Source: an optimization exercise on an open RTL-to-GDS flow (aim: small area, a short achievable clock period and few clock cycles). Production flows keep margins and buffers that such runs may drop.
No functional check of the RTL was part of any run shown here.

<file path="flow/flow/run.sh">
#!/bin/bash
export BUFFER_PORTS_ARGS="-buffer_cell sky130_fd_sc_hd__buf_2"
cp standard.sh standard_copy.sh.txt
bash standard.sh > standard.log 2>&1
</file>
<file path="flow/standard.sh">
#!/bin/bash
# synth_recipe.tcl (not shown) runs the flow's synth.tcl, then flattens the netlist and writes it again
# the make line also repeats each setting of config.mk as NAME=value (left out here)
make -C /OpenROAD-flow-scripts/flow DESIGN_CONFIG=/design/flow/config.mk WORK_HOME=/design/flow/orfs CLKGATE_MAP_FILE= SYNTH_SCRIPT=/design/flow/synth_recipe.tcl "${@:-finish}"
</file>
<file path="flow/config.mk">
export PLATFORM = sky130hd
export DESIGN_NAME = maxfinder
export DESIGN_NICKNAME = maxfinder
export VERILOG_FILES = /design/flow/design.v
export SDC_FILE = /design/flow/constraint.sdc
export NUM_CORES = 4
export LEC_CHECK = 0
export CAP_MARGIN = 20
export CORE_MARGIN = 2
export CORE_UTILIZATION = 40
export SLEW_MARGIN = 20
</file>
<file path="flow/constraint.sdc">
create_clock -name core_clock -period 9.0 [get_ports {clk}]
set_input_delay 1.8000 -clock core_clock [delete_from_list [all_inputs] [get_ports {clk}]]
set_output_delay 1.8000 -clock core_clock [all_outputs]
set_load 0.01 [all_outputs]
</file>
<file path="flow/design.v">
module maxfinder(clk, rst, start, x1, x2, x3, x4, eps, done, result);
input clk, start, rst;
input [4:0] x1, x2, x3, x4, eps;
output done;
output [4:0] result;
reg active;    
reg lx;        
reg [3:0] v1, v2, v3, v4;
wire signed [4:0] a1 = active ? {1'b0, v1} : x1;
wire signed [4:0] a2 = active ? {1'b0, v2} : x2;
wire signed [4:0] a3 = active ? {1'b0, v3} : x3;
wire signed [4:0] a4 = active ? {1'b0, v4} : x4;
wire [3:0] n1, n2, n3, n4;
wire signed [6:0] t1 = a2 + a3 + a4;
wire p1_1;
assign p1_1 = eps[0] & t1[0];
wire p1_2;
assign p1_2 = eps[0] & t1[1];
wire p1_3;
assign p1_3 = eps[0] & t1[2];
wire p1_4;
assign p1_4 = eps[0] & t1[3];
wire p1_5;
assign p1_5 = eps[0] & t1[4];
wire p1_6;
assign p1_6 = eps[0] & t1[5];
wire p1_7;
assign p1_7 = eps[0] & t1[6];
wire p1_8;
assign p1_8 = eps[1] & t1[0];
wire p1_9;
assign p1_9 = eps[1] & t1[1];
wire p1_10;
assign p1_10 = eps[1] & t1[2];
wire p1_11;
assign p1_11 = eps[1] & t1[3];
wire p1_12;
assign p1_12 = eps[1] & t1[4];
wire p1_13;
assign p1_13 = eps[1] & t1[5];
wire p1_14;
assign p1_14 = eps[1] & t1[6];
wire p1_15;
assign p1_15 = eps[2] & t1[0];
wire p1_16;
assign p1_16 = eps[2] & t1[1];
wire p1_17;
assign p1_17 = eps[2] & t1[2];
wire p1_18;
assign p1_18 = eps[2] & t1[3];
wire p1_19;
assign p1_19 = eps[2] & t1[4];
wire p1_20;
assign p1_20 = eps[2] & t1[5];
wire p1_21;
assign p1_21 = eps[2] & t1[6];
wire p1_22;
assign p1_22 = eps[3] & t1[0];
wire p1_23;
assign p1_23 = eps[3] & t1[1];
wire p1_24;
assign p1_24 = eps[3] & t1[2];
wire p1_25;
assign p1_25 = eps[3] & t1[3];
wire p1_26;
assign p1_26 = eps[3] & t1[4];
wire p1_27;
assign p1_27 = eps[3] & t1[5];
wire p1_28;
assign p1_28 = eps[3] & t1[6];
wire s1_s29;
wire s1_c30;
assign s1_s29 = a1[1] ^ ~t1[0];
assign s1_c30 = a1[1] & ~t1[0];
wire s1_s31;
wire s1_c32;
assign s1_s31 = a1[2] ^ ~t1[1];
assign s1_c32 = a1[2] & ~t1[1];
wire s1_s33;
wire s1_c34;
assign s1_s33 = a1[3] ^ ~t1[2] ^ ~p1_7;
assign s1_c34 = (a1[3] & ~t1[2]) | (a1[3] & ~p1_7) | (~t1[2] & ~p1_7);
wire s1_s35;
wire s1_c36;
assign s1_s35 = ~a1[4] ^ ~t1[3];
assign s1_c36 = ~a1[4] & ~t1[3];
wire s1_s37;
wire s1_c38;
assign s1_s37 = a1[0] ^ p1_4;
assign s1_c38 = a1[0] & p1_4;
wire s1_s39;
wire s1_c40;
assign s1_s39 = p1_5 ^ p1_11 ^ p1_17;
assign s1_c40 = (p1_5 & p1_11) | (p1_5 & p1_17) | (p1_11 & p1_17);
wire s1_s41;
wire s1_c42;
assign s1_s41 = p1_23 ^ 1'b1;
assign s1_c42 = p1_23 & 1'b1;
wire s1_s43;
wire s1_c44;
assign s1_s43 = p1_6 ^ p1_12 ^ p1_18;
assign s1_c44 = (p1_6 & p1_12) | (p1_6 & p1_18) | (p1_12 & p1_18);
wire s1_s45;
wire s1_c46;
assign s1_s45 = p1_24 ^ s1_c30 ^ s1_s31;
assign s1_c46 = (p1_24 & s1_c30) | (p1_24 & s1_s31) | (s1_c30 & s1_s31);
wire s1_s47;
wire s1_c48;
assign s1_s47 = p1_13 ^ p1_19 ^ p1_25;
assign s1_c48 = (p1_13 & p1_19) | (p1_13 & p1_25) | (p1_19 & p1_25);
wire s1_s49;
wire s1_c50;
assign s1_s49 = 1'b1 ^ s1_c32 ^ s1_s33;
assign s1_c50 = (1'b1 & s1_c32) | (1'b1 & s1_s33) | (s1_c32 & s1_s33);
wire s1_s51;
wire s1_c52;
assign s1_s51 = ~p1_14 ^ p1_20 ^ p1_26;
assign s1_c52 = (~p1_14 & p1_20) | (~p1_14 & p1_26) | (p1_20 & p1_26);
wire s1_s53;
wire s1_c54;
assign s1_s53 = 1'b1 ^ s1_c34 ^ s1_s35;
assign s1_c54 = (1'b1 & s1_c34) | (1'b1 & s1_s35) | (s1_c34 & s1_s35);
wire s1_s55;
wire s1_c56;
assign s1_s55 = ~t1[4] ^ ~p1_21 ^ p1_27;
assign s1_c56 = (~t1[4] & ~p1_21) | (~t1[4] & p1_27) | (~p1_21 & p1_27);
wire s1_s57;
wire s1_c58;
assign s1_s57 = 1'b1 ^ s1_c36;
assign s1_c58 = 1'b1 & s1_c36;
wire s1_s59;
wire s1_c60;
assign s1_s59 = ~t1[5] ^ ~p1_28;
assign s1_c60 = ~t1[5] & ~p1_28;
wire s1_s61;
wire s1_c62;
assign s1_s61 = p1_10 ^ p1_16;
assign s1_c62 = p1_10 & p1_16;
wire s1_s63;
wire s1_c64;
assign s1_s63 = s1_s29 ^ s1_c38 ^ s1_s39;
assign s1_c64 = (s1_s29 & s1_c38) | (s1_s29 & s1_s39) | (s1_c38 & s1_s39);
wire s1_s65;
wire s1_c66;
assign s1_s65 = s1_c40 ^ s1_c42 ^ s1_s43;
assign s1_c66 = (s1_c40 & s1_c42) | (s1_c40 & s1_s43) | (s1_c42 & s1_s43);
wire s1_s67;
wire s1_c68;
assign s1_s67 = s1_c44 ^ s1_c46 ^ s1_s47;
assign s1_c68 = (s1_c44 & s1_c46) | (s1_c44 & s1_s47) | (s1_c46 & s1_s47);
wire s1_s69;
wire s1_c70;
assign s1_s69 = s1_c48 ^ s1_c50 ^ s1_s51;
assign s1_c70 = (s1_c48 & s1_c50) | (s1_c48 & s1_s51) | (s1_c50 & s1_s51);
wire s1_s71;
wire s1_c72;
assign s1_s71 = s1_c52 ^ s1_c54 ^ s1_s55;
assign s1_c72 = (s1_c52 & s1_c54) | (s1_c52 & s1_s55) | (s1_c54 & s1_s55);
wire s1_s73;
wire s1_c74;
assign s1_s73 = 1'b1 ^ s1_c56 ^ s1_c58;
assign s1_c74 = (1'b1 & s1_c56) | (1'b1 & s1_c58) | (s1_c56 & s1_c58);
wire s1_s75;
wire s1_c76;
assign s1_s75 = t1[6] ^ 1'b1;
assign s1_c76 = t1[6] & 1'b1;
wire s1_s77;
wire s1_c78;
assign s1_s77 = p1_3 ^ p1_9;
assign s1_c78 = p1_3 & p1_9;
wire s1_s79;
wire s1_c80;
assign s1_s79 = p1_22 ^ s1_s37 ^ s1_s61;
assign s1_c80 = (p1_22 & s1_s37) | (p1_22 & s1_s61) | (s1_s37 & s1_s61);
wire s1_s81;
wire s1_c82;
assign s1_s81 = s1_s41 ^ s1_c62 ^ s1_s63;
assign s1_c82 = (s1_s41 & s1_c62) | (s1_s41 & s1_s63) | (s1_c62 & s1_s63);
wire s1_s83;
wire s1_c84;
assign s1_s83 = s1_s45 ^ s1_c64 ^ s1_s65;
assign s1_c84 = (s1_s45 & s1_c64) | (s1_s45 & s1_s65) | (s1_c64 & s1_s65);
wire s1_s85;
wire s1_c86;
assign s1_s85 = s1_s49 ^ s1_c66 ^ s1_s67;
assign s1_c86 = (s1_s49 & s1_c66) | (s1_s49 & s1_s67) | (s1_c66 & s1_s67);
wire s1_s87;
wire s1_c88;
assign s1_s87 = s1_s53 ^ s1_c68 ^ s1_s69;
assign s1_c88 = (s1_s53 & s1_c68) | (s1_s53 & s1_s69) | (s1_c68 & s1_s69);
wire s1_s89;
wire s1_c90;
assign s1_s89 = s1_s57 ^ s1_c70 ^ s1_s71;
assign s1_c90 = (s1_s57 & s1_c70) | (s1_s57 & s1_s71) | (s1_c70 & s1_s71);
wire s1_s91;
wire s1_c92;
assign s1_s91 = s1_s59 ^ s1_c72 ^ s1_s73;
assign s1_c92 = (s1_s59 & s1_c72) | (s1_s59 & s1_s73) | (s1_c72 & s1_s73);
wire s1_s93;
wire s1_c94;
assign s1_s93 = s1_c60 ^ s1_c74 ^ s1_s75;
assign s1_c94 = (s1_c60 & s1_c74) | (s1_c60 & s1_s75) | (s1_c74 & s1_s75);
wire [10:0] s1__r0 = {s1_c92, s1_c90, s1_c88, s1_c86, s1_c84, s1_c82, s1_c80, s1_c78, p1_15, p1_2, p1_1};
wire [10:0] s1__r1 = {s1_s93, s1_s91, s1_s89, s1_s87, s1_s85, s1_s83, s1_s81, s1_s79, s1_s77, p1_8, 1'b0};
wire [10:0] s1_ = s1__r0 + s1__r1;
assign n1 = s1_[10] ? 4'd0 : s1_[6:3];
wire signed [6:0] t2 = a1 + a3 + a4;
wire p2_95;
assign p2_95 = eps[0] & t2[0];
wire p2_96;
assign p2_96 = eps[0] & t2[1];
wire p2_97;
assign p2_97 = eps[0] & t2[2];
wire p2_98;
assign p2_98 = eps[0] & t2[3];
wire p2_99;
assign p2_99 = eps[0] & t2[4];
wire p2_100;
assign p2_100 = eps[0] & t2[5];
wire p2_101;
assign p2_101 = eps[0] & t2[6];
wire p2_102;
assign p2_102 = eps[1] & t2[0];
wire p2_103;
assign p2_103 = eps[1] & t2[1];
wire p2_104;
assign p2_104 = eps[1] & t2[2];
wire p2_105;
assign p2_105 = eps[1] & t2[3];
wire p2_106;
assign p2_106 = eps[1] & t2[4];
wire p2_107;
assign p2_107 = eps[1] & t2[5];
wire p2_108;
assign p2_108 = eps[1] & t2[6];
wire p2_109;
assign p2_109 = eps[2] & t2[0];
wire p2_110;
assign p2_110 = eps[2] & t2[1];
wire p2_111;
assign p2_111 = eps[2] & t2[2];
wire p2_112;
assign p2_112 = eps[2] & t2[3];
wire p2_113;
assign p2_113 = eps[2] & t2[4];
wire p2_114;
assign p2_114 = eps[2] & t2[5];
wire p2_115;
assign p2_115 = eps[2] & t2[6];
wire p2_116;
assign p2_116 = eps[3] & t2[0];
wire p2_117;
assign p2_117 = eps[3] & t2[1];
wire p2_118;
assign p2_118 = eps[3] & t2[2];
wire p2_119;
assign p2_119 = eps[3] & t2[3];
wire p2_120;
assign p2_120 = eps[3] & t2[4];
wire p2_121;
assign p2_121 = eps[3] & t2[5];
wire p2_122;
assign p2_122 = eps[3] & t2[6];
wire s2_s123;
wire s2_c124;
assign s2_s123 = a2[1] ^ ~t2[0];
assign s2_c124 = a2[1] & ~t2[0];
wire s2_s125;
wire s2_c126;
assign s2_s125 = a2[2] ^ ~t2[1];
assign s2_c126 = a2[2] & ~t2[1];
wire s2_s127;
wire s2_c128;
assign s2_s127 = a2[3] ^ ~t2[2] ^ ~p2_101;
assign s2_c128 = (a2[3] & ~t2[2]) | (a2[3] & ~p2_101) | (~t2[2] & ~p2_101);
wire s2_s129;
wire s2_c130;
assign s2_s129 = ~a2[4] ^ ~t2[3];
assign s2_c130 = ~a2[4] & ~t2[3];
wire s2_s131;
wire s2_c132;
assign s2_s131 = a2[0] ^ p2_98;
assign s2_c132 = a2[0] & p2_98;
wire s2_s133;
wire s2_c134;
assign s2_s133 = p2_99 ^ p2_105 ^ p2_111;
assign s2_c134 = (p2_99 & p2_105) | (p2_99 & p2_111) | (p2_105 & p2_111);
wire s2_s135;
wire s2_c136;
assign s2_s135 = p2_117 ^ 1'b1;
assign s2_c136 = p2_117 & 1'b1;
wire s2_s137;
wire s2_c138;
assign s2_s137 = p2_100 ^ p2_106 ^ p2_112;
assign s2_c138 = (p2_100 & p2_106) | (p2_100 & p2_112) | (p2_106 & p2_112);
wire s2_s139;
wire s2_c140;
assign s2_s139 = p2_118 ^ s2_c124 ^ s2_s125;
assign s2_c140 = (p2_118 & s2_c124) | (p2_118 & s2_s125) | (s2_c124 & s2_s125);
wire s2_s141;
wire s2_c142;
assign s2_s141 = p2_107 ^ p2_113 ^ p2_119;
assign s2_c142 = (p2_107 & p2_113) | (p2_107 & p2_119) | (p2_113 & p2_119);
wire s2_s143;
wire s2_c144;
assign s2_s143 = 1'b1 ^ s2_c126 ^ s2_s127;
assign s2_c144 = (1'b1 & s2_c126) | (1'b1 & s2_s127) | (s2_c126 & s2_s127);
wire s2_s145;
wire s2_c146;
assign s2_s145 = ~p2_108 ^ p2_114 ^ p2_120;
assign s2_c146 = (~p2_108 & p2_114) | (~p2_108 & p2_120) | (p2_114 & p2_120);
wire s2_s147;
wire s2_c148;
assign s2_s147 = 1'b1 ^ s2_c128 ^ s2_s129;
assign s2_c148 = (1'b1 & s2_c128) | (1'b1 & s2_s129) | (s2_c128 & s2_s129);
wire s2_s149;
wire s2_c150;
assign s2_s149 = ~t2[4] ^ ~p2_115 ^ p2_121;
assign s2_c150 = (~t2[4] & ~p2_115) | (~t2[4] & p2_121) | (~p2_115 & p2_121);
wire s2_s151;
wire s2_c152;
assign s2_s151 = 1'b1 ^ s2_c130;
assign s2_c152 = 1'b1 & s2_c130;
wire s2_s153;
wire s2_c154;
assign s2_s153 = ~t2[5] ^ ~p2_122;
assign s2_c154 = ~t2[5] & ~p2_122;
wire s2_s155;
wire s2_c156;
assign s2_s155 = p2_104 ^ p2_110;
assign s2_c156 = p2_104 & p2_110;
wire s2_s157;
wire s2_c158;
assign s2_s157 = s2_s123 ^ s2_c132 ^ s2_s133;
assign s2_c158 = (s2_s123 & s2_c132) | (s2_s123 & s2_s133) | (s2_c132 & s2_s133);
wire s2_s159;
wire s2_c160;
assign s2_s159 = s2_c134 ^ s2_c136 ^ s2_s137;
assign s2_c160 = (s2_c134 & s2_c136) | (s2_c134 & s2_s137) | (s2_c136 & s2_s137);
wire s2_s161;
wire s2_c162;
assign s2_s161 = s2_c138 ^ s2_c140 ^ s2_s141;
assign s2_c162 = (s2_c138 & s2_c140) | (s2_c138 & s2_s141) | (s2_c140 & s2_s141);
wire s2_s163;
wire s2_c164;
assign s2_s163 = s2_c142 ^ s2_c144 ^ s2_s145;
assign s2_c164 = (s2_c142 & s2_c144) | (s2_c142 & s2_s145) | (s2_c144 & s2_s145);
wire s2_s165;
wire s2_c166;
assign s2_s165 = s2_c146 ^ s2_c148 ^ s2_s149;
assign s2_c166 = (s2_c146 & s2_c148) | (s2_c146 & s2_s149) | (s2_c148 & s2_s149);
wire s2_s167;
wire s2_c168;
assign s2_s167 = 1'b1 ^ s2_c150 ^ s2_c152;
assign s2_c168 = (1'b1 & s2_c150) | (1'b1 & s2_c152) | (s2_c150 & s2_c152);
wire s2_s169;
wire s2_c170;
assign s2_s169 = t2[6] ^ 1'b1;
assign s2_c170 = t2[6] & 1'b1;
wire s2_s171;
wire s2_c172;
assign s2_s171 = p2_97 ^ p2_103;
assign s2_c172 = p2_97 & p2_103;
wire s2_s173;
wire s2_c174;
assign s2_s173 = p2_116 ^ s2_s131 ^ s2_s155;
assign s2_c174 = (p2_116 & s2_s131) | (p2_116 & s2_s155) | (s2_s131 & s2_s155);
wire s2_s175;
wire s2_c176;
assign s2_s175 = s2_s135 ^ s2_c156 ^ s2_s157;
assign s2_c176 = (s2_s135 & s2_c156) | (s2_s135 & s2_s157) | (s2_c156 & s2_s157);
wire s2_s177;
wire s2_c178;
assign s2_s177 = s2_s139 ^ s2_c158 ^ s2_s159;
assign s2_c178 = (s2_s139 & s2_c158) | (s2_s139 & s2_s159) | (s2_c158 & s2_s159);
wire s2_s179;
wire s2_c180;
assign s2_s179 = s2_s143 ^ s2_c160 ^ s2_s161;
assign s2_c180 = (s2_s143 & s2_c160) | (s2_s143 & s2_s161) | (s2_c160 & s2_s161);
wire s2_s181;
wire s2_c182;
assign s2_s181 = s2_s147 ^ s2_c162 ^ s2_s163;
assign s2_c182 = (s2_s147 & s2_c162) | (s2_s147 & s2_s163) | (s2_c162 & s2_s163);
wire s2_s183;
wire s2_c184;
assign s2_s183 = s2_s151 ^ s2_c164 ^ s2_s165;
assign s2_c184 = (s2_s151 & s2_c164) | (s2_s151 & s2_s165) | (s2_c164 & s2_s165);
wire s2_s185;
wire s2_c186;
assign s2_s185 = s2_s153 ^ s2_c166 ^ s2_s167;
assign s2_c186 = (s2_s153 & s2_c166) | (s2_s153 & s2_s167) | (s2_c166 & s2_s167);
wire s2_s187;
wire s2_c188;
assign s2_s187 = s2_c154 ^ s2_c168 ^ s2_s169;
assign s2_c188 = (s2_c154 & s2_c168) | (s2_c154 & s2_s169) | (s2_c168 & s2_s169);
wire [10:0] s2__r0 = {s2_c186, s2_c184, s2_c182, s2_c180, s2_c178, s2_c176, s2_c174, s2_c172, p2_109, p2_96, p2_95};
wire [10:0] s2__r1 = {s2_s187, s2_s185, s2_s183, s2_s181, s2_s179, s2_s177, s2_s175, s2_s173, s2_s171, p2_102, 1'b0};
wire [10:0] s2_ = s2__r0 + s2__r1;
assign n2 = s2_[10] ? 4'd0 : s2_[6:3];
wire signed [6:0] t3 = a1 + a2 + a4;
wire p3_189;
assign p3_189 = eps[0] & t3[0];
wire p3_190;
assign p3_190 = eps[0] & t3[1];
wire p3_191;
assign p3_191 = eps[0] & t3[2];
wire p3_192;
assign p3_192 = eps[0] & t3[3];
wire p3_193;
assign p3_193 = eps[0] & t3[4];
wire p3_194;
assign p3_194 = eps[0] & t3[5];
wire p3_195;
assign p3_195 = eps[0] & t3[6];
wire p3_196;
assign p3_196 = eps[1] & t3[0];
wire p3_197;
assign p3_197 = eps[1] & t3[1];
wire p3_198;
assign p3_198 = eps[1] & t3[2];
wire p3_199;
assign p3_199 = eps[1] & t3[3];
wire p3_200;
assign p3_200 = eps[1] & t3[4];
wire p3_201;
assign p3_201 = eps[1] & t3[5];
wire p3_202;
assign p3_202 = eps[1] & t3[6];
wire p3_203;
assign p3_203 = eps[2] & t3[0];
wire p3_204;
assign p3_204 = eps[2] & t3[1];
wire p3_205;
assign p3_205 = eps[2] & t3[2];
wire p3_206;
assign p3_206 = eps[2] & t3[3];
wire p3_207;
assign p3_207 = eps[2] & t3[4];
wire p3_208;
assign p3_208 = eps[2] & t3[5];
wire p3_209;
assign p3_209 = eps[2] & t3[6];
wire p3_210;
assign p3_210 = eps[3] & t3[0];
wire p3_211;
assign p3_211 = eps[3] & t3[1];
wire p3_212;
assign p3_212 = eps[3] & t3[2];
wire p3_213;
assign p3_213 = eps[3] & t3[3];
wire p3_214;
assign p3_214 = eps[3] & t3[4];
wire p3_215;
assign p3_215 = eps[3] & t3[5];
wire p3_216;
assign p3_216 = eps[3] & t3[6];
wire s3_s217;
wire s3_c218;
assign s3_s217 = a3[1] ^ ~t3[0];
assign s3_c218 = a3[1] & ~t3[0];
wire s3_s219;
wire s3_c220;
assign s3_s219 = a3[2] ^ ~t3[1];
assign s3_c220 = a3[2] & ~t3[1];
wire s3_s221;
wire s3_c222;
assign s3_s221 = a3[3] ^ ~t3[2] ^ ~p3_195;
assign s3_c222 = (a3[3] & ~t3[2]) | (a3[3] & ~p3_195) | (~t3[2] & ~p3_195);
wire s3_s223;
wire s3_c224;
assign s3_s223 = ~a3[4] ^ ~t3[3];
assign s3_c224 = ~a3[4] & ~t3[3];
wire s3_s225;
wire s3_c226;
assign s3_s225 = a3[0] ^ p3_192;
assign s3_c226 = a3[0] & p3_192;
wire s3_s227;
wire s3_c228;
assign s3_s227 = p3_193 ^ p3_199 ^ p3_205;
assign s3_c228 = (p3_193 & p3_199) | (p3_193 & p3_205) | (p3_199 & p3_205);
wire s3_s229;
wire s3_c230;
assign s3_s229 = p3_211 ^ 1'b1;
assign s3_c230 = p3_211 & 1'b1;
wire s3_s231;
wire s3_c232;
assign s3_s231 = p3_194 ^ p3_200 ^ p3_206;
assign s3_c232 = (p3_194 & p3_200) | (p3_194 & p3_206) | (p3_200 & p3_206);
wire s3_s233;
wire s3_c234;
assign s3_s233 = p3_212 ^ s3_c218 ^ s3_s219;
assign s3_c234 = (p3_212 & s3_c218) | (p3_212 & s3_s219) | (s3_c218 & s3_s219);
wire s3_s235;
wire s3_c236;
assign s3_s235 = p3_201 ^ p3_207 ^ p3_213;
assign s3_c236 = (p3_201 & p3_207) | (p3_201 & p3_213) | (p3_207 & p3_213);
wire s3_s237;
wire s3_c238;
assign s3_s237 = 1'b1 ^ s3_c220 ^ s3_s221;
assign s3_c238 = (1'b1 & s3_c220) | (1'b1 & s3_s221) | (s3_c220 & s3_s221);
wire s3_s239;
wire s3_c240;
assign s3_s239 = ~p3_202 ^ p3_208 ^ p3_214;
assign s3_c240 = (~p3_202 & p3_208) | (~p3_202 & p3_214) | (p3_208 & p3_214);
wire s3_s241;
wire s3_c242;
assign s3_s241 = 1'b1 ^ s3_c222 ^ s3_s223;
assign s3_c242 = (1'b1 & s3_c222) | (1'b1 & s3_s223) | (s3_c222 & s3_s223);
wire s3_s243;
wire s3_c244;
assign s3_s243 = ~t3[4] ^ ~p3_209 ^ p3_215;
assign s3_c244 = (~t3[4] & ~p3_209) | (~t3[4] & p3_215) | (~p3_209 & p3_215);
wire s3_s245;
wire s3_c246;
assign s3_s245 = 1'b1 ^ s3_c224;
assign s3_c246 = 1'b1 & s3_c224;
wire s3_s247;
wire s3_c248;
assign s3_s247 = ~t3[5] ^ ~p3_216;
assign s3_c248 = ~t3[5] & ~p3_216;
wire s3_s249;
wire s3_c250;
assign s3_s249 = p3_198 ^ p3_204;
assign s3_c250 = p3_198 & p3_204;
wire s3_s251;
wire s3_c252;
assign s3_s251 = s3_s217 ^ s3_c226 ^ s3_s227;
assign s3_c252 = (s3_s217 & s3_c226) | (s3_s217 & s3_s227) | (s3_c226 & s3_s227);
wire s3_s253;
wire s3_c254;
assign s3_s253 = s3_c228 ^ s3_c230 ^ s3_s231;
assign s3_c254 = (s3_c228 & s3_c230) | (s3_c228 & s3_s231) | (s3_c230 & s3_s231);
wire s3_s255;
wire s3_c256;
assign s3_s255 = s3_c232 ^ s3_c234 ^ s3_s235;
assign s3_c256 = (s3_c232 & s3_c234) | (s3_c232 & s3_s235) | (s3_c234 & s3_s235);
wire s3_s257;
wire s3_c258;
assign s3_s257 = s3_c236 ^ s3_c238 ^ s3_s239;
assign s3_c258 = (s3_c236 & s3_c238) | (s3_c236 & s3_s239) | (s3_c238 & s3_s239);
wire s3_s259;
wire s3_c260;
assign s3_s259 = s3_c240 ^ s3_c242 ^ s3_s243;
assign s3_c260 = (s3_c240 & s3_c242) | (s3_c240 & s3_s243) | (s3_c242 & s3_s243);
wire s3_s261;
wire s3_c262;
assign s3_s261 = 1'b1 ^ s3_c244 ^ s3_c246;
assign s3_c262 = (1'b1 & s3_c244) | (1'b1 & s3_c246) | (s3_c244 & s3_c246);
wire s3_s263;
wire s3_c264;
assign s3_s263 = t3[6] ^ 1'b1;
assign s3_c264 = t3[6] & 1'b1;
wire s3_s265;
wire s3_c266;
assign s3_s265 = p3_191 ^ p3_197;
assign s3_c266 = p3_191 & p3_197;
wire s3_s267;
wire s3_c268;
assign s3_s267 = p3_210 ^ s3_s225 ^ s3_s249;
assign s3_c268 = (p3_210 & s3_s225) | (p3_210 & s3_s249) | (s3_s225 & s3_s249);
wire s3_s269;
wire s3_c270;
assign s3_s269 = s3_s229 ^ s3_c250 ^ s3_s251;
assign s3_c270 = (s3_s229 & s3_c250) | (s3_s229 & s3_s251) | (s3_c250 & s3_s251);
wire s3_s271;
wire s3_c272;
assign s3_s271 = s3_s233 ^ s3_c252 ^ s3_s253;
assign s3_c272 = (s3_s233 & s3_c252) | (s3_s233 & s3_s253) | (s3_c252 & s3_s253);
wire s3_s273;
wire s3_c274;
assign s3_s273 = s3_s237 ^ s3_c254 ^ s3_s255;
assign s3_c274 = (s3_s237 & s3_c254) | (s3_s237 & s3_s255) | (s3_c254 & s3_s255);
wire s3_s275;
wire s3_c276;
assign s3_s275 = s3_s241 ^ s3_c256 ^ s3_s257;
assign s3_c276 = (s3_s241 & s3_c256) | (s3_s241 & s3_s257) | (s3_c256 & s3_s257);
wire s3_s277;
wire s3_c278;
assign s3_s277 = s3_s245 ^ s3_c258 ^ s3_s259;
assign s3_c278 = (s3_s245 & s3_c258) | (s3_s245 & s3_s259) | (s3_c258 & s3_s259);
wire s3_s279;
wire s3_c280;
assign s3_s279 = s3_s247 ^ s3_c260 ^ s3_s261;
assign s3_c280 = (s3_s247 & s3_c260) | (s3_s247 & s3_s261) | (s3_c260 & s3_s261);
wire s3_s281;
wire s3_c282;
assign s3_s281 = s3_c248 ^ s3_c262 ^ s3_s263;
assign s3_c282 = (s3_c248 & s3_c262) | (s3_c248 & s3_s263) | (s3_c262 & s3_s263);
wire [10:0] s3__r0 = {s3_c280, s3_c278, s3_c276, s3_c274, s3_c272, s3_c270, s3_c268, s3_c266, p3_203, p3_190, p3_189};
wire [10:0] s3__r1 = {s3_s281, s3_s279, s3_s277, s3_s275, s3_s273, s3_s271, s3_s269, s3_s267, s3_s265, p3_196, 1'b0};
wire [10:0] s3_ = s3__r0 + s3__r1;
assign n3 = s3_[10] ? 4'd0 : s3_[6:3];
wire signed [6:0] t4 = a1 + a2 + a3;
wire p4_283;
assign p4_283 = eps[0] & t4[0];
wire p4_284;
assign p4_284 = eps[0] & t4[1];
wire p4_285;
assign p4_285 = eps[0] & t4[2];
wire p4_286;
assign p4_286 = eps[0] & t4[3];
wire p4_287;
assign p4_287 = eps[0] & t4[4];
wire p4_288;
assign p4_288 = eps[0] & t4[5];
wire p4_289;
assign p4_289 = eps[0] & t4[6];
wire p4_290;
assign p4_290 = eps[1] & t4[0];
wire p4_291;
assign p4_291 = eps[1] & t4[1];
wire p4_292;
assign p4_292 = eps[1] & t4[2];
wire p4_293;
assign p4_293 = eps[1] & t4[3];
wire p4_294;
assign p4_294 = eps[1] & t4[4];
wire p4_295;
assign p4_295 = eps[1] & t4[5];
wire p4_296;
assign p4_296 = eps[1] & t4[6];
wire p4_297;
assign p4_297 = eps[2] & t4[0];
wire p4_298;
assign p4_298 = eps[2] & t4[1];
wire p4_299;
assign p4_299 = eps[2] & t4[2];
wire p4_300;
assign p4_300 = eps[2] & t4[3];
wire p4_301;
assign p4_301 = eps[2] & t4[4];
wire p4_302;
assign p4_302 = eps[2] & t4[5];
wire p4_303;
assign p4_303 = eps[2] & t4[6];
wire p4_304;
assign p4_304 = eps[3] & t4[0];
wire p4_305;
assign p4_305 = eps[3] & t4[1];
wire p4_306;
assign p4_306 = eps[3] & t4[2];
wire p4_307;
assign p4_307 = eps[3] & t4[3];
wire p4_308;
assign p4_308 = eps[3] & t4[4];
wire p4_309;
assign p4_309 = eps[3] & t4[5];
wire p4_310;
assign p4_310 = eps[3] & t4[6];
wire s4_s311;
wire s4_c312;
assign s4_s311 = a4[1] ^ ~t4[0];
assign s4_c312 = a4[1] & ~t4[0];
wire s4_s313;
wire s4_c314;
assign s4_s313 = a4[2] ^ ~t4[1];
assign s4_c314 = a4[2] & ~t4[1];
wire s4_s315;
wire s4_c316;
assign s4_s315 = a4[3] ^ ~t4[2] ^ ~p4_289;
assign s4_c316 = (a4[3] & ~t4[2]) | (a4[3] & ~p4_289) | (~t4[2] & ~p4_289);
wire s4_s317;
wire s4_c318;
assign s4_s317 = ~a4[4] ^ ~t4[3];
assign s4_c318 = ~a4[4] & ~t4[3];
wire s4_s319;
wire s4_c320;
assign s4_s319 = a4[0] ^ p4_286;
assign s4_c320 = a4[0] & p4_286;
wire s4_s321;
wire s4_c322;
assign s4_s321 = p4_287 ^ p4_293 ^ p4_299;
assign s4_c322 = (p4_287 & p4_293) | (p4_287 & p4_299) | (p4_293 & p4_299);
wire s4_s323;
wire s4_c324;
assign s4_s323 = p4_305 ^ 1'b1;
assign s4_c324 = p4_305 & 1'b1;
wire s4_s325;
wire s4_c326;
assign s4_s325 = p4_288 ^ p4_294 ^ p4_300;
assign s4_c326 = (p4_288 & p4_294) | (p4_288 & p4_300) | (p4_294 & p4_300);
wire s4_s327;
wire s4_c328;
assign s4_s327 = p4_306 ^ s4_c312 ^ s4_s313;
assign s4_c328 = (p4_306 & s4_c312) | (p4_306 & s4_s313) | (s4_c312 & s4_s313);
wire s4_s329;
wire s4_c330;
assign s4_s329 = p4_295 ^ p4_301 ^ p4_307;
assign s4_c330 = (p4_295 & p4_301) | (p4_295 & p4_307) | (p4_301 & p4_307);
wire s4_s331;
wire s4_c332;
assign s4_s331 = 1'b1 ^ s4_c314 ^ s4_s315;
assign s4_c332 = (1'b1 & s4_c314) | (1'b1 & s4_s315) | (s4_c314 & s4_s315);
wire s4_s333;
wire s4_c334;
assign s4_s333 = ~p4_296 ^ p4_302 ^ p4_308;
assign s4_c334 = (~p4_296 & p4_302) | (~p4_296 & p4_308) | (p4_302 & p4_308);
wire s4_s335;
wire s4_c336;
assign s4_s335 = 1'b1 ^ s4_c316 ^ s4_s317;
assign s4_c336 = (1'b1 & s4_c316) | (1'b1 & s4_s317) | (s4_c316 & s4_s317);
wire s4_s337;
wire s4_c338;
assign s4_s337 = ~t4[4] ^ ~p4_303 ^ p4_309;
assign s4_c338 = (~t4[4] & ~p4_303) | (~t4[4] & p4_309) | (~p4_303 & p4_309);
wire s4_s339;
wire s4_c340;
assign s4_s339 = 1'b1 ^ s4_c318;
assign s4_c340 = 1'b1 & s4_c318;
wire s4_s341;
wire s4_c342;
assign s4_s341 = ~t4[5] ^ ~p4_310;
assign s4_c342 = ~t4[5] & ~p4_310;
wire s4_s343;
wire s4_c344;
assign s4_s343 = p4_292 ^ p4_298;
assign s4_c344 = p4_292 & p4_298;
wire s4_s345;
wire s4_c346;
assign s4_s345 = s4_s311 ^ s4_c320 ^ s4_s321;
assign s4_c346 = (s4_s311 & s4_c320) | (s4_s311 & s4_s321) | (s4_c320 & s4_s321);
wire s4_s347;
wire s4_c348;
assign s4_s347 = s4_c322 ^ s4_c324 ^ s4_s325;
assign s4_c348 = (s4_c322 & s4_c324) | (s4_c322 & s4_s325) | (s4_c324 & s4_s325);
wire s4_s349;
wire s4_c350;
assign s4_s349 = s4_c326 ^ s4_c328 ^ s4_s329;
assign s4_c350 = (s4_c326 & s4_c328) | (s4_c326 & s4_s329) | (s4_c328 & s4_s329);
wire s4_s351;
wire s4_c352;
assign s4_s351 = s4_c330 ^ s4_c332 ^ s4_s333;
assign s4_c352 = (s4_c330 & s4_c332) | (s4_c330 & s4_s333) | (s4_c332 & s4_s333);
wire s4_s353;
wire s4_c354;
assign s4_s353 = s4_c334 ^ s4_c336 ^ s4_s337;
assign s4_c354 = (s4_c334 & s4_c336) | (s4_c334 & s4_s337) | (s4_c336 & s4_s337);
wire s4_s355;
wire s4_c356;
assign s4_s355 = 1'b1 ^ s4_c338 ^ s4_c340;
assign s4_c356 = (1'b1 & s4_c338) | (1'b1 & s4_c340) | (s4_c338 & s4_c340);
wire s4_s357;
wire s4_c358;
assign s4_s357 = t4[6] ^ 1'b1;
assign s4_c358 = t4[6] & 1'b1;
wire s4_s359;
wire s4_c360;
assign s4_s359 = p4_285 ^ p4_291;
assign s4_c360 = p4_285 & p4_291;
wire s4_s361;
wire s4_c362;
assign s4_s361 = p4_304 ^ s4_s319 ^ s4_s343;
assign s4_c362 = (p4_304 & s4_s319) | (p4_304 & s4_s343) | (s4_s319 & s4_s343);
wire s4_s363;
wire s4_c364;
assign s4_s363 = s4_s323 ^ s4_c344 ^ s4_s345;
assign s4_c364 = (s4_s323 & s4_c344) | (s4_s323 & s4_s345) | (s4_c344 & s4_s345);
wire s4_s365;
wire s4_c366;
assign s4_s365 = s4_s327 ^ s4_c346 ^ s4_s347;
assign s4_c366 = (s4_s327 & s4_c346) | (s4_s327 & s4_s347) | (s4_c346 & s4_s347);
wire s4_s367;
wire s4_c368;
assign s4_s367 = s4_s331 ^ s4_c348 ^ s4_s349;
assign s4_c368 = (s4_s331 & s4_c348) | (s4_s331 & s4_s349) | (s4_c348 & s4_s349);
wire s4_s369;
wire s4_c370;
assign s4_s369 = s4_s335 ^ s4_c350 ^ s4_s351;
assign s4_c370 = (s4_s335 & s4_c350) | (s4_s335 & s4_s351) | (s4_c350 & s4_s351);
wire s4_s371;
wire s4_c372;
assign s4_s371 = s4_s339 ^ s4_c352 ^ s4_s353;
assign s4_c372 = (s4_s339 & s4_c352) | (s4_s339 & s4_s353) | (s4_c352 & s4_s353);
wire s4_s373;
wire s4_c374;
assign s4_s373 = s4_s341 ^ s4_c354 ^ s4_s355;
assign s4_c374 = (s4_s341 & s4_c354) | (s4_s341 & s4_s355) | (s4_c354 & s4_s355);
wire s4_s375;
wire s4_c376;
assign s4_s375 = s4_c342 ^ s4_c356 ^ s4_s357;
assign s4_c376 = (s4_c342 & s4_c356) | (s4_c342 & s4_s357) | (s4_c356 & s4_s357);
wire [10:0] s4__r0 = {s4_c374, s4_c372, s4_c370, s4_c368, s4_c366, s4_c364, s4_c362, s4_c360, p4_297, p4_284, p4_283};
wire [10:0] s4__r1 = {s4_s375, s4_s373, s4_s371, s4_s369, s4_s367, s4_s365, s4_s363, s4_s361, s4_s359, p4_290, 1'b0};
wire [10:0] s4_ = s4__r0 + s4__r1;
assign n4 = s4_[10] ? 4'd0 : s4_[6:3];
function lt2(input f1, f2, f3, f4);
    lt2 = !((f1 & (f2 | f3 | f4)) | (f2 & (f3 | f4)) | (f3 & f4));
endfunction
function eq2(input f1, f2, f3, f4);
    eq2 = (f1 + f2 + f3 + f4) == 3'd2;
endfunction
wire z1 = |v1, z2 = |v2, z3 = |v3, z4 = |v4;
wire [5:0] sv = v1 + v2 + v3 + v4;
wire g1 = {v1, 1'b0} > sv;
wire g2 = {v2, 1'b0} > sv;
wire g3 = {v3, 1'b0} > sv;
wire g4 = {v4, 1'b0} > sv;
wire q1 = {v1, 1'b0} == sv;
wire q2 = {v2, 1'b0} == sv;
wire q3 = {v3, 1'b0} == sv;
wire q4 = {v4, 1'b0} == sv;
wire tie = eq2(z1, z2, z3, z4) & ((z1 & q1) | (z2 & q2) | (z3 & q3) | (z4 & q4));
wire short = eps[3] & (g1 | g2 | g3 | g4 | tie);
wire k1 = lx ? z1 : g1;
wire k2 = lx ? z2 : g2;
wire k3 = lx ? z3 : g3;
wire k4 = lx ? z4 : g4;
assign done = active & (lx | short | lt2(z1, z2, z3, z4));
assign result = ({5{k1}} & x1) | ({5{k2}} & x2) | ({5{k3}} & x3) | ({5{k4}} & x4);
always @(posedge clk) begin
    v1 <= n1; v2 <= n2; v3 <= n3; v4 <= n4;
    lx <= !active & lt2(|a1, |a2, |a3, |a4);
    if (rst) active <= 1'b0;
    else active <= active ? !done : start;
end
endmodule
</file>
==> results of run 1 <==
-- cells by family (layout without fill, tap and decap cells) --
family | count (synthesis) | after routing
compound gates | 112 | 112
buf+inv | 182 | 202
mux | 20 | 20
flops | 18 | 18
simple gates | 204 | 204
fa+ha+maj | 222 | 222
xor+xnor | 46 | 46
-- worst reg2reg max path, cell delays in order (launching register included) --
cell	delay, ps
dfxtp_1	970
mux2_2	510
ha_1	240
fa_1	410
a21o_1	200
a21oi_1	180
xnor2_1	210
ha_1	320
o21a_1	110
o31a_1	120
o22ai_2	260
nand2_1	110
fa_1	440
inv_1	60
ha_1	140
inv_1	60
fa_1	500
inv_1	50
fa_1	470
inv_1	40
ha_1	290
a21oi_1	150
o21ai_0	90
a211oi_1	290
xnor2_1	250
o211a_1	220
-- per-stage QoR --
| step | hold slack (ps) | instances |
|---|---|---|
| floorplan | 698 | 804 |
| global placement | 754 | 1046 |
| detailed placement | 747 | 1046 |
| CTS | 746 | 1049 |
| global route | 820 | 1049 |
| finish | 754 | 1049 |
-- path summary, 6_finish.rpt --
kind / slack, ps / cells past startpoint / start / to
setup / recovery: 1750 / 26 / x2[0] / v4[1]$_SDFF_PP0_
hold / removal: 750 / 3 / lx$_DFF_P_ / active$_SDFF_PP0_
setup reg to reg: 2260 / 25 / active$_SDFF_PP0_ / v4[1]$_SDFF_PP0_
hold reg to reg: 750 / 3 / lx$_DFF_P_ / active$_SDFF_PP0_
-- state kept, by name (all words and copies together) (netlist names) --
| name | count |
|---|---|
| active | 1 |
| v4 | 4 |
| v2 | 4 |
| lx | 1 |
| v1 | 4 |
| v3 | 4 |
-- per-layer routing --
layer,vias up,routed length [µm],track usage [%]
met2,74,7130,30.3
met5,-,0,0
met4,0,109,2.37
met1,2539,7720,25.3
li1,2632,-,-
met3,9,494,1.07
-- final cells by class --
cell class                      instances  area (µm²)  share of cell area, %
Multi-Input combinational cell        604        5990                   79.9
Clock buffer                            3        75.1                   1.00
Tap cell                              225         282                   3.76
Sequential cell                        18         360                   4.81
Timing Repair Buffer                   32         160                   2.14
Inverter                              167         627                   8.36
-- cells in the final DEF, fill, tap and decap left out, types with 12 or more instances in the layout --
cell type and count:
a21o_1 15, a21oi_1 25, and2_1 59, buf_2 32, dfxtp_1 18, fa_1 100
ha_1 121, inv_1 167, mux2_2 12, nand2_1 59, nor2_1 35, o21ai_0 21
xnor2_1 36
==> flow_metrics.tcl, run 1 <==
set metrics [dict create \
    synth_fp_nets 1053 \
    cts_sinks 18 \
    yosysSeqAreaShare_pct 5.12 \
    post_dp_cell_area_um2 7420 \
    grt_max_degree 30 \
    root_buffer "clkbuf_16" \
    gp_congestion 0.879 \
    clkSlewWorstSetupHoldPaths_ps 60 \
    yosys-top-cells-count "167 x inv_1, 121 x ha_1, 100 x fa_1, 59 x and2_1, 59 x nand2_1" \
    post-cts-setup-buffers 0 \
    fin_tns_setup_ps 0 \
    vias 5254 \
    postSynth.asyncResetShare_pct 0 \
    fp.coreArea_um2 17200 \
    synthXorXnorAreaFrac_pct 5.72 \
    timing.final.crit_period_ps 7250 \
    synth_simple_gate_area_share_pct 15.1 \
    critPathMaxStageDelay_ps 500 \
    antennaDiodeCount 0 \
    drc 0 \
    start_util_pct 40.9 \
    cts_buffer_depth 2 \
    synth_area_um2 7040 \
    cts-buffers-inserted 3 \
    synth.most_common_cell "inv_1" \
    die_w_um 137 \
    wl_um 15500 \
    synth.top_cells.by_area "fa_1 28%, ha_1 21%, inv_1 8.9%" \
    ys_seq_elements 18 \
    tightest_slew_ps 994 \
    dp_hpwl_um 13200 \
    drive_gt1_share_pct 7.65 \
    hold_class "register to register" \
    slew_headroom_pct 33.6 \
    cp.required_ps 9200 \
    ios 34 \
    yosysTopAreaCellShare_pct 28.4 \
    finalClockSkew_ps 2.88 \
    wl_per_cell_um 14.7 \
    synth_mux_area_share_pct 3.06 \
    viasPerCell 5.01 \
    hold_violations 0 \
    synth_edf_count 0 \
    drtAntennaViolNets 0 \
    die_height_um 137 \
    synth_cells 804 \
    grt_pass1_wl_um 26500 \
    yosys_warnings 1 \
    area_delta_synth_final_pct 6.39 \
    crit_arrival_ps 7460 \
    cts_resized 0 \
    nets 1075 \
    dieArea_um2 18700 \
    pre_cts_slack_ps 1500 \
    status "complete, no violations" \
    cp_top_family "adder cells" \
    synth_top_family_by_area "adder cells" \
    yosysTopAreaCell "fa_1" \
    cts_tree "built" \
    port_buffers 32 \
    grt.overflow.total 0 \
    report.final.slew_viol_count 0 \
    first_pass_iters 4 \
    timing.fmax_mhz 138 \
    startpoint_type "primary input" \
    drv_cap 0 \
    crit_path_max_fanout 5 \
    timing.final.crit_share_pct 80.6 \
    setup_viol 0 \
    synthAdderAreaFrac_pct 50.1 \
    synth_flop_cell "dfxtp_1" \
    antenna_found_initial 0 \
    ctsHoldBuffers 0 \
    fin_ws_ps 1750 \
    worstSetupEndpointType "register" \
    num_rows 48 \
    fillers 1750 \
    synth-compound-area-share_pct 11.2 \
    clk_latency_ps 260 \
    worst-path-buf-inv 5 \
    grt_pass1_vias 5376 \
    rsz0062_at_grt "false" \
    first_iter_violations 256 \
    ys_types 53 \
    fin_area_um2 7490 \
    cp_slowest_cell "fa_1" \
    track_usage_pct 17.7 \
    avgSynthCellArea_um2 8.76 \
    crit_type "primary input to register" \
    cts.htree.levels 1 \
    final_core_util_pct 43.5 \
]
==> run 2, diff against run 1 <==
--- a/flow/config.mk
+++ b/flow/config.mk
@@ -8,4 +8,4 @@
 export CAP_MARGIN = 20
 export CORE_MARGIN = 2
-export CORE_UTILIZATION = 40
+export CORE_UTILIZATION = 60
 export SLEW_MARGIN = 20
==> flow_metrics.tcl, run 2 <==
set metrics [dict create \
    tightest_slew_ps 1040 \
    cts_buffer_depth 2 \
    worstSetupEndpointType "register" \
    die_height_um 112 \
    port_buffers 32 \
    ctsHoldBuffers 0 \
    startpoint_type "primary input" \
    post_dp_cell_area_um2 7320 \
    yosysTopAreaCellShare_pct 28.4 \
    yosysTopAreaCell "fa_1" \
    postSynth.asyncResetShare_pct 0 \
    fin_tns_setup_ps 0 \
    critPathMaxStageDelay_ps 500 \
    hold_violations 0 \
    setup_viol 0 \
    yosys-top-cells-count "167 x inv_1, 121 x ha_1, 100 x fa_1, 59 x and2_1, 59 x nand2_1" \
    cts_tree "built" \
    synth.most_common_cell "inv_1" \
    nets 1076 \
    first_iter_violations 402 \
    first_pass_iters 5 \
    die_w_um 112 \
    synth_cells 804 \
    finalClockSkew_ps 2.62 \
    rsz0062_at_grt "false" \
    synth.top_cells.by_area "fa_1 28%, ha_1 21%, inv_1 8.9%" \
    holdPathStages 3 \
    hold_class "register to register" \
    status "complete, no violations" \
    cp.required_ps 9190 \
    clkSlewWorstSetupHoldPaths_ps 50 \
    grt_max_degree 30 \
    wl_per_cell_um 16.5 \
    fin_area_um2 7400 \
    ios 34 \
    root_buffer "clkbuf_16" \
    num_rows 39 \
    drc 0 \
    crit_path_max_fanout 5 \
    vias 5495 \
    dieArea_um2 12600 \
    avgSynthCellArea_um2 8.76 \
    cts.htree.levels 1 \
    cts_sinks 18 \
    drv_cap 0 \
    timing.final.crit_share_pct 79.9 \
    drtAntennaViolNets 0 \
    dp.cells 965 \
    synth_edf_count 0 \
    cts_resized 0 \
    cts-buffers-inserted 3 \
    cp_slowest_cell "fa_1" \
    post-cts-setup-buffers 0 \
    dp_hpwl_um 13500 \
    grt_pass1_wl_um 27800 \
    grt_pass1_vias 5862 \
    track_usage_pct 27.3 \
    crit_type "primary input to register" \
    slew_headroom_pct 30.9 \
    holdWs_ps 764 \
    final_cell_count_no_fill 968 \
    timing.final.crit_period_ps 7190 \
    fillers 1000 \
    timing.fmax_mhz 139 \
    layout_common_cells "167 x inv_1, 121 x ha_1, 100 x fa_1" \
    ys_seq_elements 18 \
    fp.coreArea_um2 11400 \
    viasPerCell 5.68 \
    synth_fp_nets 1053 \
    start_util_pct 61.7 \
    ys_types 53 \
    synth_flop_cell "dfxtp_1" \
    crit_arrival_ps 7380 \
    wl_um 16000 \
    gp_congestion 0.889 \
    mostFrequentLayoutCell "inv_1" \
    antenna_found_initial 0 \
    drive_gt1_share_pct 7.76 \
    report.final.slew_viol_count 0 \
    yosys_warnings 1 \
    final_core_util_pct 64.8 \
    grt.overflow.total 0 \
    clk_latency_ps 260 \
    rr_worst_depth 25 \
    yosysSeqAreaShare_pct 5.12 \
    area_delta_synth_final_pct 5.04 \
    synth_area_um2 7040 \
    antennaDiodeCount 0 \
]
==> run 2: cell type report <==
cell class,instances,area [µm²],area share [%]
multi-input combinational,604,5990,81.0
clock buffer,3,75.1,1.01
tap,143,179,2.42
inverter,167,627,8.47
sequential,18,360,4.87
timing repair buffer,33,168,2.27
==> run 2: per-stage QoR <==
step | setup WS (ps)
global placement | 1620
CTS | 1810
global route | 1400
floorplan | 2190
detailed placement | 1530
finish | 1810
==> run 2: kinds of logic after synthesis <==
logic type	count (synthesis)	share of synthesized area [%]
XOR/XNOR	46	5.72
adder cells (fa/ha/maj)	222	50.1
AO/OA/AOI/OAI	112	11.2
flip-flops	18	5.12
AND/OR/NAND/NOR	204	15.1
multiplexers	20	3.06
buffers and inverters	182	9.84
==> run 2: worst max-delay path, delay by kind of cell <==
family                     cells  cell delay, ps
and+or+nand+nor                2             320
AOI/OAI and AO/OA              8            1320
buffers and inverters          5             330
xor gates and xnor gates       2             430
muxes                          1             330
adders and majority gates      8            2830
==> run 2: final timing paths <==
check	startpoint	end	slack (ps)
setup / recovery	x1[0]	v4[0]$_SDFF_PP0_	1810
setup reg to reg	active$_SDFF_PP0_	v4[0]$_SDFF_PP0_	2290
hold reg to reg	lx$_DFF_P_	active$_SDFF_PP0_	760
hold / removal	lx$_DFF_P_	active$_SDFF_PP0_	760
==> run 2: layer usage <==
layer	up-vias	share of wire (%)	wire length, µm	GRT usage [%]
met3	24	4.6	730	3.13
met1	2681	45	7260	36.4
li1	2642	-	-	-
met5	-	0	0	0
met4	0	2.2	355	7.97
met2	148	48	7650	47.2
==> run 3, diff against run 2 <==
--- a/flow/config.mk
+++ b/flow/config.mk
@@ -8,4 +8,5 @@
 export CAP_MARGIN = 20
 export CORE_MARGIN = 2
-export CORE_UTILIZATION = 60
+export CORE_UTILIZATION = 40
+export SETUP_SLACK_MARGIN = 1
 export SLEW_MARGIN = 20
==> flow_metrics.tcl, run 3 <==
set metrics [dict create \
    status "complete, no violations" \
    clk_latency_ps 260 \
    startpoint_type "primary input" \
    synth_mux_area_share_pct 3.06 \
    timing.final.crit_period_ps 7250 \
    synth_top_family_by_area "adder cells" \
    holdWs_ps 754 \
    fp.coreArea_um2 17200 \
    synth_area_um2 7040 \
    crit_path_max_fanout 5 \
    hold_violations 0 \
    area_delta_synth_final_pct 6.39 \
    cts_buffer_depth 2 \
    report.final.slew_viol_count 0 \
    ys_seq_elements 18 \
    crit_arrival_ps 7460 \
    start_util_pct 40.9 \
    die_height_um 137 \
    first_pass_iters 4 \
    yosysTopAreaCellShare_pct 28.4 \
    pre_cts_slack_ps 1500 \
    slew_headroom_pct 33.6 \
    hold_class "register to register" \
    worstSetupEndpointType "register" \
    drtAntennaViolNets 0 \
    tightest_slew_ps 994 \
    synth_flop_cell "dfxtp_1" \
    grt_pass1_vias 5376 \
    wl_per_cell_um 14.7 \
    finalClockSkew_ps 2.88 \
    synth_cells 804 \
    rr_worst_depth 25 \
    first_iter_violations 256 \
    wl_um 15500 \
    cts_sinks 18 \
    gp_congestion 0.879 \
    r2r_slack_ps 2260 \
    postSynth.asyncResetShare_pct 0 \
    yosysTopAreaCell "fa_1" \
    final_cell_count_no_fill 1049 \
    avgSynthCellArea_um2 8.76 \
    cts_tree "built" \
    grt_max_degree 30 \
    yosys-top-cells-count "167 x inv_1, 121 x ha_1, 100 x fa_1, 59 x and2_1, 59 x nand2_1" \
    cts-buffers-inserted 3 \
    final_core_util_pct 43.5 \
    nets 1075 \
    grt_pass1_wl_um 26500 \
    crit_type "primary input to register" \
    ys_types 53 \
    r2r-end "v4[1]$_SDFF_PP0_" \
    cts.htree.levels 1 \
    drive_gt1_share_pct 7.65 \
    synthXorXnorAreaFrac_pct 5.72 \
    clkSlewWorstSetupHoldPaths_ps 60 \
    track_usage_pct 17.7 \
    dieArea_um2 18700 \
    hold_end "active$_SDFF_PP0_" \
    yosys_warnings 1 \
    r2r_start "active$_SDFF_PP0_" \
    yosysSeqAreaShare_pct 5.12 \
    fillers 1750 \
    synth_fp_nets 1053 \
    fin_ws_ps 1750 \
    fin_tns_setup_ps 0 \
    synthAdderAreaFrac_pct 50.1 \
    ctsHoldBuffers 0 \
    rsz0062_at_grt "false" \
    holdPathStages 3 \
    dp_hpwl_um 13200 \
    ios 34 \
    timing.fmax_mhz 138 \
    mostFrequentLayoutCell "inv_1" \
    synth.top_cells.by_area "fa_1 28%, ha_1 21%, inv_1 8.9%" \
    vias 5254 \
    post_dp_cell_area_um2 7420 \
    viasPerCell 5.01 \
    synth.most_common_cell "inv_1" \
    synth-compound-area-share_pct 11.2 \
    holdCritStartpoint "lx$_DFF_P_" \
    synth_simple_gate_area_share_pct 15.1 \
    fin_area_um2 7490 \
    antenna_found_initial 0 \
    num_rows 48 \
    setup_viol 0 \
    post-cts-setup-buffers 0 \
    drv_cap 0 \
    dp.cells 1046 \
    root_buffer "clkbuf_16" \
    cp.required_ps 9200 \
    grt.overflow.total 0 \
    synth_edf_count 0 \
    antennaDiodeCount 0 \
    cts_resized 0 \
    layout_common_cells "167 x inv_1, 121 x ha_1, 100 x fa_1" \
    port_buffers 32 \
    drc 0 \
    die_w_um 137 \
    timing.final.crit_share_pct 80.6 \
]
[run 3: cell counts after synthesis]
No cell type changed its count.
[run 3: cell type report]
class | instances | area, µm² | share of cell area, %
multi-input combinational | 604 | 5990 | 79.9
clock buffer | 3 | 75.1 | 1.00
sequential | 18 | 360 | 4.81
inverter | 167 | 627 | 8.36
tap | 225 | 282 | 3.76
timing repair buffer | 32 | 160 | 2.14
[run 3: metal layers]
metal | track usage, % | share of wire [%]
met2 | 30.3 | 46
met5 | 0 | 0
met4 | 2.37 | 0.71
met3 | 1.07 | 3.2
met1 | 25.3 | 50
[run 3: logic make-up (layout without fill, tap and decap cells)]
logic type / count (synthesis) / after routing
buffers and inverters: 182 / 202
AO/OA/AOI/OAI: 112 / 112
AND/OR/NAND/NOR: 204 / 204
XOR/XNOR: 46 / 46
multiplexers: 20 / 20
flip-flops: 18 / 18
adder cells (fa/ha/maj): 222 / 222
[run 3: critical path, cell delays in order]
cell      delay, ps
buf_2           120
mux2_2          340
ha_1            240
fa_1            410
a21o_1          190
a21oi_1         180
xnor2_1         210
ha_1            320
o21a_1          110
o31a_1          120
o22ai_2         260
nand2_1         110
fa_1            440
inv_1            60
ha_1            140
inv_1            60
fa_1            500
inv_1            50
fa_1            470
inv_1            40
ha_1            290
a21oi_1         150
o21ai_0          90
a211oi_1        290
xnor2_1         250
o211a_1         220
[run 3: worst max-delay path by stage]
stage | slack [ps] | depth (start not counted) | end | startpoint
6_report | 1750 | 26 | v4[1]$_SDFF_PP0_ | x2[0]
5_1_grt | 1320 | 25 | v4[1]$_SDFF_PP0_ | x1[1]
4_1_cts | 1770 | 26 | v3[1]$_SDFF_PP0_ | x1[0]
3_5_place_dp | 1500 | 26 | v4[1]$_SDFF_PP0_ | x1[1]
3_3_place_gp | 1540 | 21 | v3[1]$_SDFF_PP0_ | x1[0]
2_1_floorplan | 2190 | 25 | v4[1]$_SDFF_PP0_ | x1[0]
==> run 4, diff against run 3 <==
--- a/flow/config.mk
+++ b/flow/config.mk
@@ -9,4 +9,4 @@
 export CORE_MARGIN = 2
 export CORE_UTILIZATION = 40
-export SETUP_SLACK_MARGIN = 1
+export SETUP_SLACK_MARGIN = 2.5
 export SLEW_MARGIN = 20
==> flow_metrics.tcl, run 4 <==
set metrics [dict create \
    yosysTopAreaCellShare_pct 28.4 \
    grt_pass1_vias 5548 \
    worstSetupEndpointType "register" \
    gp_congestion 0.863 \
    cts.htree.levels 1 \
    drtAntennaViolNets 0 \
    yosysTopAreaCell "fa_1" \
    nets 1109 \
    start_util_pct 40.9 \
    drive_gt1_share_pct 22.0 \
    cts-buffers-inserted 3 \
    yosys_warnings 1 \
    wl_per_cell_um 14.9 \
    cts_buffer_depth 2 \
    cts_tree "built" \
    timing.final.crit_share_pct 74.9 \
    fin_ws_ps 2260 \
    drc 0 \
    synth-compound-area-share_pct 11.2 \
    final_core_util_pct 48.5 \
    cp.required_ps 9200 \
    ys_types 53 \
    synth_flop_cell "dfxtp_1" \
    ys_seq_elements 18 \
    crit_arrival_ps 6940 \
    yosysSeqAreaShare_pct 5.12 \
    first_iter_violations 232 \
    synth_edf_count 0 \
    path_cells "buf_6 > mux2_4 > ha_4 > fa_2 > a21o_1 > a21oi_2 > xnor2_2 > buf_4 > ha_4 > o21a_1 > o31a_1 > buf_4 > a21oi_4 > and2_1 > fa_1 > fa_1 > fa_1 > ha_1 > o21ai_2 > o21ai_1 > a211oi_2 > xnor2_2 > o211a_1" \
    cp_slowest_cell "fa_1" \
    grt_pass1_wl_um 27000 \
    port_buffers 32 \
    hold_violations 0 \
    avgSynthCellArea_um2 8.76 \
    crit_top_cell "fa_1" \
    synth_fp_nets 1053 \
    wl_um 16200 \
    num_rows 48 \
    pre_cts_slack_ps 1650 \
    synth.top_cells.by_area "fa_1 28%, ha_1 21%, inv_1 8.9%" \
    dp_hpwl_um 13100 \
    critPathMaxStageDelay_ps 560 \
    synth_area_um2 7040 \
    first_pass_iters 4 \
    postSynth.asyncResetShare_pct 0 \
    antennaDiodeCount 0 \
    die_height_um 137 \
    dieArea_um2 18700 \
    timing.fmax_mhz 148 \
    synth.most_common_cell "inv_1" \
    tightest_slew_ps 811 \
    clk_latency_ps 260 \
    layout_common_cells "156 x inv_1, 104 x ha_1, 91 x fa_1" \
    setup_viol 0 \
    ios 34 \
    clkSlewWorstSetupHoldPaths_ps 60 \
    startpoint_type "primary input" \
    root_buffer "clkbuf_16" \
    crit_type "primary input to register" \
    hold_class "register to register" \
    synth_mux_area_share_pct 3.06 \
    crit_path_max_fanout 5 \
    finalClockSkew_ps 6.55 \
    mostFrequentLayoutCell "inv_1" \
    vias 5415 \
    report.final.slew_viol_count 0 \
    viasPerCell 5.00 \
    track_usage_pct 18.0 \
    fp.coreArea_um2 17200 \
    slew_headroom_pct 45.9 \
    yosys-top-cells-count "167 x inv_1, 121 x ha_1, 100 x fa_1, 59 x and2_1, 59 x nand2_1" \
    status "complete, no violations" \
    synthXorXnorAreaFrac_pct 5.72 \
    antenna_found_initial 0 \
    synthAdderAreaFrac_pct 50.1 \
    cp_top_family "adder cells" \
    drv_cap 0 \
    fin_tns_setup_ps 0 \
    grt_max_degree 30 \
    worst-path-buf-inv 3 \
    cts_sinks 18 \
    die_w_um 137 \
    synth_simple_gate_area_share_pct 15.1 \
    timing.final.crit_period_ps 6740 \
    grt.overflow.total 0 \
    synth_top_family_by_area "adder cells" \
    rsz0062_at_grt "true" \
    area_delta_synth_final_pct 18.8 \
    synth_cells 804 \
]
[run 4: per-stage QoR]
step                hold WS (ps)  cell area, µm²  std cells
floorplan                    698            7110        804
global placement             751            7490       1047
detailed placement           752            7490       1047
CTS                          750            8030       1072
global route                 782            8370       1083
finish                       740            8370       1083
[run 4: routing by layer]
metal	GRT usage (%)	wire length [µm]	vias to the layer above
li1	-	-	2710
met1	25.2	7600	2588
met3	0.889	615	18
met5	0	0	-
met2	31.1	7720	99
met4	3.70	253	0
[run 4: cell families after synthesis]
| family | count (synthesis) |
|---|---|
| DFF | 18 |
| xor gates and xnor gates | 46 |
| buffers and inverters | 182 |
| AOI/OAI and AO/OA | 112 |
| and+or+nand+nor | 204 |
| adders and majority gates | 222 |
| muxes | 20 |
[run 4: path summary, 6_finish.rpt]
| kind | start | cells after the start | end | slack [ps] |
|---|---|---|---|---|
| setup reg to reg | active$_SDFF_PP0_ | 24 | v3[1]$_SDFF_PP0_ | 2920 |
| hold reg to reg | lx$_DFF_P_ | 3 | active$_SDFF_PP0_ | 740 |
| hold / removal | lx$_DFF_P_ | 3 | active$_SDFF_PP0_ | 740 |
| setup / recovery | x2[0] | 23 | v4[1]$_SDFF_PP0_ | 2260 |
[run 4: worst register-to-register path, stage by stage, from the launching register on]
cell      delay (ps)
dfxtp_2          860
mux2i_4          420
inv_2            110
ha_1             300
a21o_1           190
a21oi_2          200
xnor2_2          140
ha_1             370
inv_1             70
o21bai_2         190
a21oi_4           90
xnor2_2          180
buf_4            160
buf_4            100
nand2_1           60
fa_1             480
fa_1             490
inv_1             50
fa_1             440
ha_1             350
nand2_1          100
nor3_2            50
a211oi_2         280
xnor2_2          180
o211a_1          200
[run 4: cell type report]
| class | instances | area, µm² |
|---|---|---|
| clock buffer | 3 | 75.1 |
| fill | 1661 | 8870 |
| inverter | 167 | 627 |
| multi-input combinational | 604 | 6590 |
| sequential | 18 | 362 |
| tap | 225 | 282 |
| timing repair buffer | 66 | 435 |
[run 4: repair_timing]
| action | 4_1_cts | 5_1_grt |
|---|---|---|
| hold buffers | 0 | 0 |
| endpoints found under the hold margin | 0 | 0 |
| gates resized for setup | 60 | 44 |
| pin swaps | 35 | 44 |
| endpoints found under the setup margin | 16 | 21 |
| buffers inserted | 22 | 11 |

port drivers added, routing unchanged:
How much do the figures lean on ideal ports? The routed layouts below were timed once more, with nothing changed but the port constraints.
Step 1 (the two cells are an assumption about what drives the block):
set clk [get_ports {clk}]
set_driving_cell -lib_cell sky130_fd_sc_hd__clkbuf_16 $clk
set_driving_cell -lib_cell sky130_fd_sc_hd__buf_2 [delete_from_list [all_inputs] $clk]
Step 2 moves the port delays by t, midway between the first and last clock arrival at a register: inputs arrive t later, outputs are due t later. That takes back most of the time a late clock gives input paths.
Slacks: ideal / step 1 / step 2; pairs: ideal / step 1.
| run | t (ns) | slack for setup (ns) | hold WS [ns] | clock arrival spread, ns | pins driven straight from the clock port |
|---|---|---|---|---|---|
| run 1 | 0.289 | 1.745 / 1.759 / 1.470 | 0.754 / 0.754 / 0.754 | 0.003 / 0.003 | 1 |
| run 2 | 0.296 | 1.810 / 1.827 / 1.531 | 0.764 / 0.764 / 0.764 | 0.003 / 0.003 | 1 |
| run 3 | 0.289 | 1.745 / 1.759 / 1.470 | 0.754 / 0.754 / 0.754 | 0.003 / 0.003 | 1 |
| run 4 | 0.286 | 2.257 / 2.253 / 1.966 | 0.740 / 0.740 / 0.740 | 0.007 / 0.007 | 1 |
After both steps setup and hold are still met in every run listed. For run 4, which loses most, drivers alone change the setup slack by -0.004 ns; drivers and shift together by -0.291 ns.
